Context: an optimization exercise on an open-source flow, tuned for a short achievable clock period and few clock cycles. The choices shown serve that exercise and are no tape-out recipe.
The RTL was checked by simulation tests, not by an equivalence proof against the original design.

==> job 2613: inputs <==
==> flow/design.v (excerpt) <==
module hart #(
    parameter RESET_ADDR = 32'h00000000
) (
    input  wire        i_clk,
    input  wire        i_rst,
    output wire [31:0] o_imem_raddr,
    input  wire [31:0] i_imem_rdata,
    output wire [31:0] o_dmem_addr,
    output wire        o_dmem_ren,
    output wire        o_dmem_wen,
    output wire [31:0] o_dmem_wdata,
    output wire [ 3:0] o_dmem_mask,
    input  wire [31:0] i_dmem_rdata,
    output wire        o_retire_valid,
    output wire [31:0] o_retire_inst,
    output wire        o_retire_trap,
    output wire        o_retire_halt,
    output wire [ 4:0] o_retire_rs1_raddr,
    output wire [ 4:0] o_retire_rs2_raddr,
    output wire [31:0] o_retire_rs1_rdata,
    output wire [31:0] o_retire_rs2_rdata,
    output wire [ 4:0] o_retire_rd_waddr,
    output wire [31:0] o_retire_rd_wdata,
    output wire [31:0] o_retire_dmem_addr,
    output wire        o_retire_dmem_ren,
    output wire        o_retire_dmem_wen,
    output wire [ 3:0] o_retire_dmem_mask,
    output wire [31:0] o_retire_dmem_wdata,
    output wire [31:0] o_retire_dmem_rdata,
    output wire [31:0] o_retire_pc,
    output wire [31:0] o_retire_next_pc
);
export LEC_CHECK = 0
export CAP_MARGIN = 30
export CORE_MARGIN = 2
export CORE_UTILIZATION = 40
export SLEW_MARGIN = 30
create_clock -name core_clock -period 9.5 [get_ports {i_clk}]
standard.sh (not shown) runs the stock make flow with config.mk's settings and CLKGATE_MAP_FILE= SYNTH_SCRIPT=/design/flow/synth_recipe.tcl, a recipe that flattens the netlist after the stock synthesis.
==> flow/flow/run.sh <==
#!/bin/bash
set -euo pipefail
bash standard.sh SETUP_SLACK_MARGIN=6.0 cts > standard_flow_cts.log 2>&1
bash standard.sh SETUP_SLACK_MARGIN=0 finish > standard_flow_finish.log 2>&1
==> job 3985: changes against job 2613 <==
--- a/flow/design.v
+++ b/flow/design.v
@@ -106,24 +106,20 @@
     wire [12:0] immb_f = {inst_f[31], inst_f[7], inst_f[30:25], inst_f[11:8], 1'b0};
     wire f_tgt_ok = f_is_jal ? ((immj_f[20:13] == {8{f_impl[12]}}) & (immj_f[12:0] == f_impl))
                              : (immb_f == f_impl);
     wire [31:0] pc4_f = pc_f + 32'd4;
     wire d_red;
-    wire [31:0] d_tgt, d_tgt_j, d_tgt_b;
-    wire op_jal;
+    wire [31:0] d_tgt;
     wire s_red  = redirect;
     wire s_dred = ~redirect & d_red;
-    wire s_dj   = s_dred & op_jal;
-    wire s_db   = s_dred & ~op_jal;
     wire s_hold = ~redirect & stall;
     wire s_go   = ~redirect & ~stall & ~d_red;
     wire s_pt   = s_go & f_pred;
     wire s_seq  = s_go & ~f_pred;
     wire [31:0] pc_next =
         ({32{s_red}}  & redirect_tgt) |
-        ({32{s_dj}}   & d_tgt_j) |
-        ({32{s_db}}   & d_tgt_b) |
+        ({32{s_dred}} & d_tgt) |
         ({32{s_hold}} & pc_f) |
         ({32{s_seq}}  & pc4_f) |
         ({32{s_pt}}   & tgt_f);
     always @(posedge i_clk) begin
         if (i_rst) begin
@@ -157,11 +153,11 @@
     wire op_op    = (opcode == 7'b0110011);
     wire op_store = (opcode == 7'b0100011);
     wire op_br    = (opcode == 7'b1100011);
     wire op_lui   = (opcode == 7'b0110111);
     wire op_auipc = (opcode == 7'b0010111);
-    assign op_jal = (opcode == 7'b1101111);
+    wire op_jal   = (opcode == 7'b1101111);
     wire v_opimm = op_opimm & ((f3 == 3'b001) ? (f7 == 7'd0) :
                                (f3 == 3'b101) ? ((f7 == 7'b0100000) | (f7 == 7'b0000000)) : 1'b1);
     wire v_load  = op_load & (f3 != 3'b011) & (f3 != 3'b110) & (f3 != 3'b111);
     wire v_jalr  = op_jalr & (f3 == 3'b000);
     wire v_op    = op_op & ((f7 == 7'b0000000) | ((f7 == 7'b0100000) & ((f3 == 3'b000) | (f3 == 3'b101))));
@@ -176,13 +172,13 @@
     wire regwrite = v_op | v_opimm | v_load | v_jalr | v_u | v_jal;
     wire [31:0] imm_i = {{21{inst[31]}}, inst[30:20]};
     wire [31:0] imm_s = {{21{inst[31]}}, inst[30:25], inst[11:7]};
     wire [31:0] imm_u = {inst[31:12], 12'd0};
     wire b_is_reg = op_op | op_br;
-    assign d_tgt_j = fd_pc + {{12{inst[31]}}, inst[19:12], inst[20], inst[30:21], 1'b0};
-    assign d_tgt_b = fd_pc + {{20{inst[31]}}, inst[7], inst[30:25], inst[11:8], 1'b0};
-    assign d_tgt = op_jal ? d_tgt_j : d_tgt_b;
+    wire [31:0] imm_bj = op_jal ? {{12{inst[31]}}, inst[19:12], inst[20], inst[30:21], 1'b0}
+                                : {{20{inst[31]}}, inst[7], inst[30:25], inst[11:8], 1'b0};
+    assign d_tgt = fd_pc + imm_bj;
     assign d_red = fd_valid & fd_pred & ~stall & ~fd_tgt_ok;
     integer bi;
     always @(posedge i_clk) begin
         if (i_rst) begin
             for (bi = 0; bi < 32; bi = bi + 1) btb[bi] <= 10'd0;
@@ -209,21 +205,20 @@
     wire [31:0] const_d = op_lui ? imm_u :
                           op_auipc ? {fd_pc[31:12] + inst[31:12], fd_pc[11:0]} :
                           fd_pc4;
     wire is_alu = v_op | v_opimm;
     wire sub_d = v_op & f7[5] & (f3 == 3'b000);
-    wire inv_b = sub_d | v_br | (is_alu & ((f3 == 3'b010) | (f3 == 3'b011)));
     wire alu_add = (is_alu & (f3 == 3'b000)) | v_load | v_store;
     always @(posedge i_clk) begin
         if (i_rst | redirect | stall | ~fd_valid)
             dx_valid <= 1'b0;
         else
             dx_valid <= 1'b1;
     end
     always @(posedge i_clk) begin
         dx_a      <= rs1_val;
-        dx_b      <= (b_is_reg ? rs2_val : imm_d) ^ {32{inv_b}};
+        dx_b      <= b_is_reg ? (rs2_val ^ {32{sub_d}}) : imm_d;
         dx_r2     <= rs2_val;
         dx_const  <= const_d;
         dx_a_fm   <= a_fm;
         dx_b_fm   <= b_is_reg & r2_fm;
         dx_p_ab   <= ~a_fm & ~(b_is_reg & r2_fm);
@@ -237,11 +232,11 @@
         dx_g_xb   <= alu_add &  a_fm & ~(b_is_reg & r2_fm);
         dx_g_axa  <= alu_add & ~a_fm &  (b_is_reg & r2_fm) & ~sub_d;
         dx_g_axs  <= alu_add & ~a_fm &  (b_is_reg & r2_fm) &  sub_d;
         dx_g_xxa  <= alu_add &  a_fm &  (b_is_reg & r2_fm) & ~sub_d;
         dx_r2_fm  <= r2_fm;
-        dx_sub    <= inv_b;
+        dx_sub    <= sub_d;
         dx_arith  <= f7[5];
         dx_s_add  <= alu_add;
         dx_s_sll  <= is_alu & (f3 == 3'b001);
         dx_s_slt  <= is_alu & (f3 == 3'b010);
         dx_s_sltu <= is_alu & (f3 == 3'b011);
@@ -277,33 +272,33 @@
     end
     wire [31:0] a  = dx_a_fm  ? xm_rdval : dx_a;
     wire [31:0] b  = dx_b_fm  ? xm_rdval : dx_b;
     wire [31:0] r2 = dx_r2_fm ? xm_rdval : dx_r2;
     wire [31:0] xv = xm_rdval;
-    wire [32:0] add_ab  = {1'b0, dx_a} + {1'b0, dx_b} + {32'd0, dx_sub};
-    wire [32:0] add_xb  = {1'b0, xv}   + {1'b0, dx_b} + {32'd0, dx_sub};
-    wire [32:0] add_axs = {1'b0, dx_a} + {1'b0, xm_rdn} + 33'd1;
-    wire [31:0] sum_ab  = add_ab[31:0];
-    wire [31:0] sum_xb  = add_xb[31:0];
+    wire [31:0] sum_ab  = dx_a + dx_b + {31'd0, dx_sub};
+    wire [31:0] sum_xb  = xv   + dx_b + {31'd0, dx_sub};
     wire [31:0] sum_axa = dx_a + xv;
-    wire [31:0] sum_axs = add_axs[31:0];
+    wire [31:0] sum_axs = dx_a + xm_rdn + 32'd1;
     wire [31:0] sum_xxa = {xv[30:0], 1'b0};
     wire [31:0] sum = ({32{dx_p_ab}}  & sum_ab)  | ({32{dx_p_xb}}  & sum_xb) |
                       ({32{dx_p_axa}} & sum_axa) | ({32{dx_p_axs}} & sum_axs) |
                       ({32{dx_p_xxa}} & sum_xxa);
     wire [31:0] sum_g = ({32{dx_g_ab}}  & sum_ab)  | ({32{dx_g_xb}}  & sum_xb) |
                         ({32{dx_g_axa}} & sum_axa) | ({32{dx_g_axs}} & sum_axs) |
                         ({32{dx_g_xxa}} & sum_xxa);
-    wire eq_ab = &(dx_a ^ dx_b);
-    wire eq_xb = &(xv ^ dx_b);
+    wire eq_ab = (dx_a == dx_b);
+    wire eq_xb = (xv == dx_b);
     wire eq_ax = (dx_a == xv);
-    wire ltu_ab = ~add_ab[32];
-    wire ltu_xb = ~add_xb[32];
-    wire ltu_ax = ~add_axs[32];
-    wire lts_ab = (dx_a[31] == dx_b[31]) ? dx_a[31] : add_ab[31];
-    wire lts_xb = (xv[31] == dx_b[31]) ? xv[31] : add_xb[31];
-    wire lts_ax = (dx_a[31] != xv[31]) ? dx_a[31] : add_axs[31];
+    wire l31_ab = (dx_a[30:0] < dx_b[30:0]);
+    wire l31_xb = (xv[30:0] < dx_b[30:0]);
+    wire l31_ax = (dx_a[30:0] < xv[30:0]);
+    wire lts_ab = (dx_a[31] != dx_b[31]) ? dx_a[31] : l31_ab;
+    wire lts_xb = (xv[31] != dx_b[31]) ? xv[31] : l31_xb;
+    wire lts_ax = (dx_a[31] != xv[31]) ? dx_a[31] : l31_ax;
+    wire ltu_ab = (dx_a[31] != dx_b[31]) ? dx_b[31] : l31_ab;
+    wire ltu_xb = (xv[31] != dx_b[31]) ? dx_b[31] : l31_xb;
+    wire ltu_ax = (dx_a[31] != xv[31]) ? xv[31] : l31_ax;
     wire eq  = (dx_p_ab & eq_ab)  | (dx_p_xb & eq_xb)  | (dx_p_ax & eq_ax) | dx_p_xx;
     wire lts = (dx_p_ab & lts_ab) | (dx_p_xb & lts_xb) | (dx_p_ax & lts_ax);
     wire ltu = (dx_p_ab & ltu_ab) | (dx_p_xb & ltu_xb) | (dx_p_ax & ltu_ax);
     wire [31:0] sll = a << b[4:0];
     wire [31:0] sr  = (a >> b[4:0]) | ({32{dx_arith & a[31]}} & ~(32'hffffffff >> b[4:0]));
==> flow/flow/run.sh (replaced) <==
#!/bin/bash
set -euo pipefail
bash standard.sh SETUP_SLACK_MARGIN=6.0 finish > standard_flow.log 2>&1
==> flow/config.mk (replaced) <==
export PLATFORM = sky130hd
export DESIGN_NAME = hart
export DESIGN_NICKNAME = hart
export VERILOG_FILES = /design/flow/design.v
export SDC_FILE = /design/flow/constraint.sdc
export NUM_CORES = 4
export LEC_CHECK = 0
export CAP_MARGIN = 20
export CORE_MARGIN = 2
export CORE_UTILIZATION = 40
export SLEW_MARGIN = 20
==> flow_summary_export.csv <==
group,metric,value,unit
run_status,status,"finished clean",
power_and_ir_drop,p_int,21610,uW
worst_setup_path,worstReg2RegEnd,"xm_rdn[31]$_DFF_P_",
power_and_ir_drop,pg_clk,11700,uW
floorplan,initial_core_util,40.23,%
worst_setup_path,r2r_cells,12,
place,gp_congestion,1.011,
global_route,grt_pass1_vias,90530,
finish,fin_nets,11100,
logic_synthesis,netlist_instances,10240,
place,dp_hpwl,320900,um
worst_setup_path,worst_ep_required_time,10270,ps
finish,final_cell_mix,"edfxtp_1, and2_1, dfxtp_1",
power_and_ir_drop,p_seq,13500,uW
logic_synthesis,synth.area.top_cells,"edfxtp_1, dfxtp_1, mux4_2, and2_1, nor2_1",
clock_tree,ctsResizeCount,1624,
power_and_ir_drop,power.leakage,0.05837,uW
route,wl_met1,187500,um
[end of results for job 2613]
==> flow_summary_export.csv <==
group,metric,value,unit
worst_setup_path,r2r_cells,15,
clock_tree,ctsResizeCount,1635,
run_status,status,"finished with violations",
place,gp_congestion,0.9919,
power_and_ir_drop,p_seq,13400,uW
power_and_ir_drop,p_int,21720,uW
run_status,so_faults,"max-capacitance violations, max-slew violations",
sta,final_max_slew_viol_count,6,
power_and_ir_drop,pg_clk,11800,uW
logic_synthesis,synth.area.top_cells,"edfxtp_1, dfxtp_1, mux4_2, and2_1, ha_1",
global_route,grt_pass1_vias,92100,
job,max_cap_viol_count,1,
[end of results for job 3985]
Testbench counts of job 2613, summed over its fixed seeds: cycles 231,793.
Testbench counts of job 3985, summed over its fixed seeds: cycles 231,793.

[static timing again, ports no longer ideal]
No port has a modelled driver above. Below, the same layouts with a new extraction and two added sets of constraints.
Step 1 sets driving cells, clkbuf_16 on the clock port and buf_2 on the other inputs (assumed; they add their load-dependent delay and slew).
Step 2 adds t to the input delays and takes it off the output delays; t is the mean of the earliest and latest rising clock arrival at the registers after step 1. Input paths then give back, and output paths get back, about the clock's delay inside the block.
a / b / c = ideal / step 1 / step 2; a / b = the first two.
run | t (ns) | setup WS [ns] | worst setup path at the end | cell pins on the clock port's net
job 2613 | 0.982 | 5.641 / 5.641 / 4.922 | input to register | 1
job 3985 | 1.020 | 5.776 / 5.776 / 4.925 | input to register | 1
The setup slack of job 3985, which loses most, moves by 0.000 ns with the drivers and by -0.851 ns with both steps.
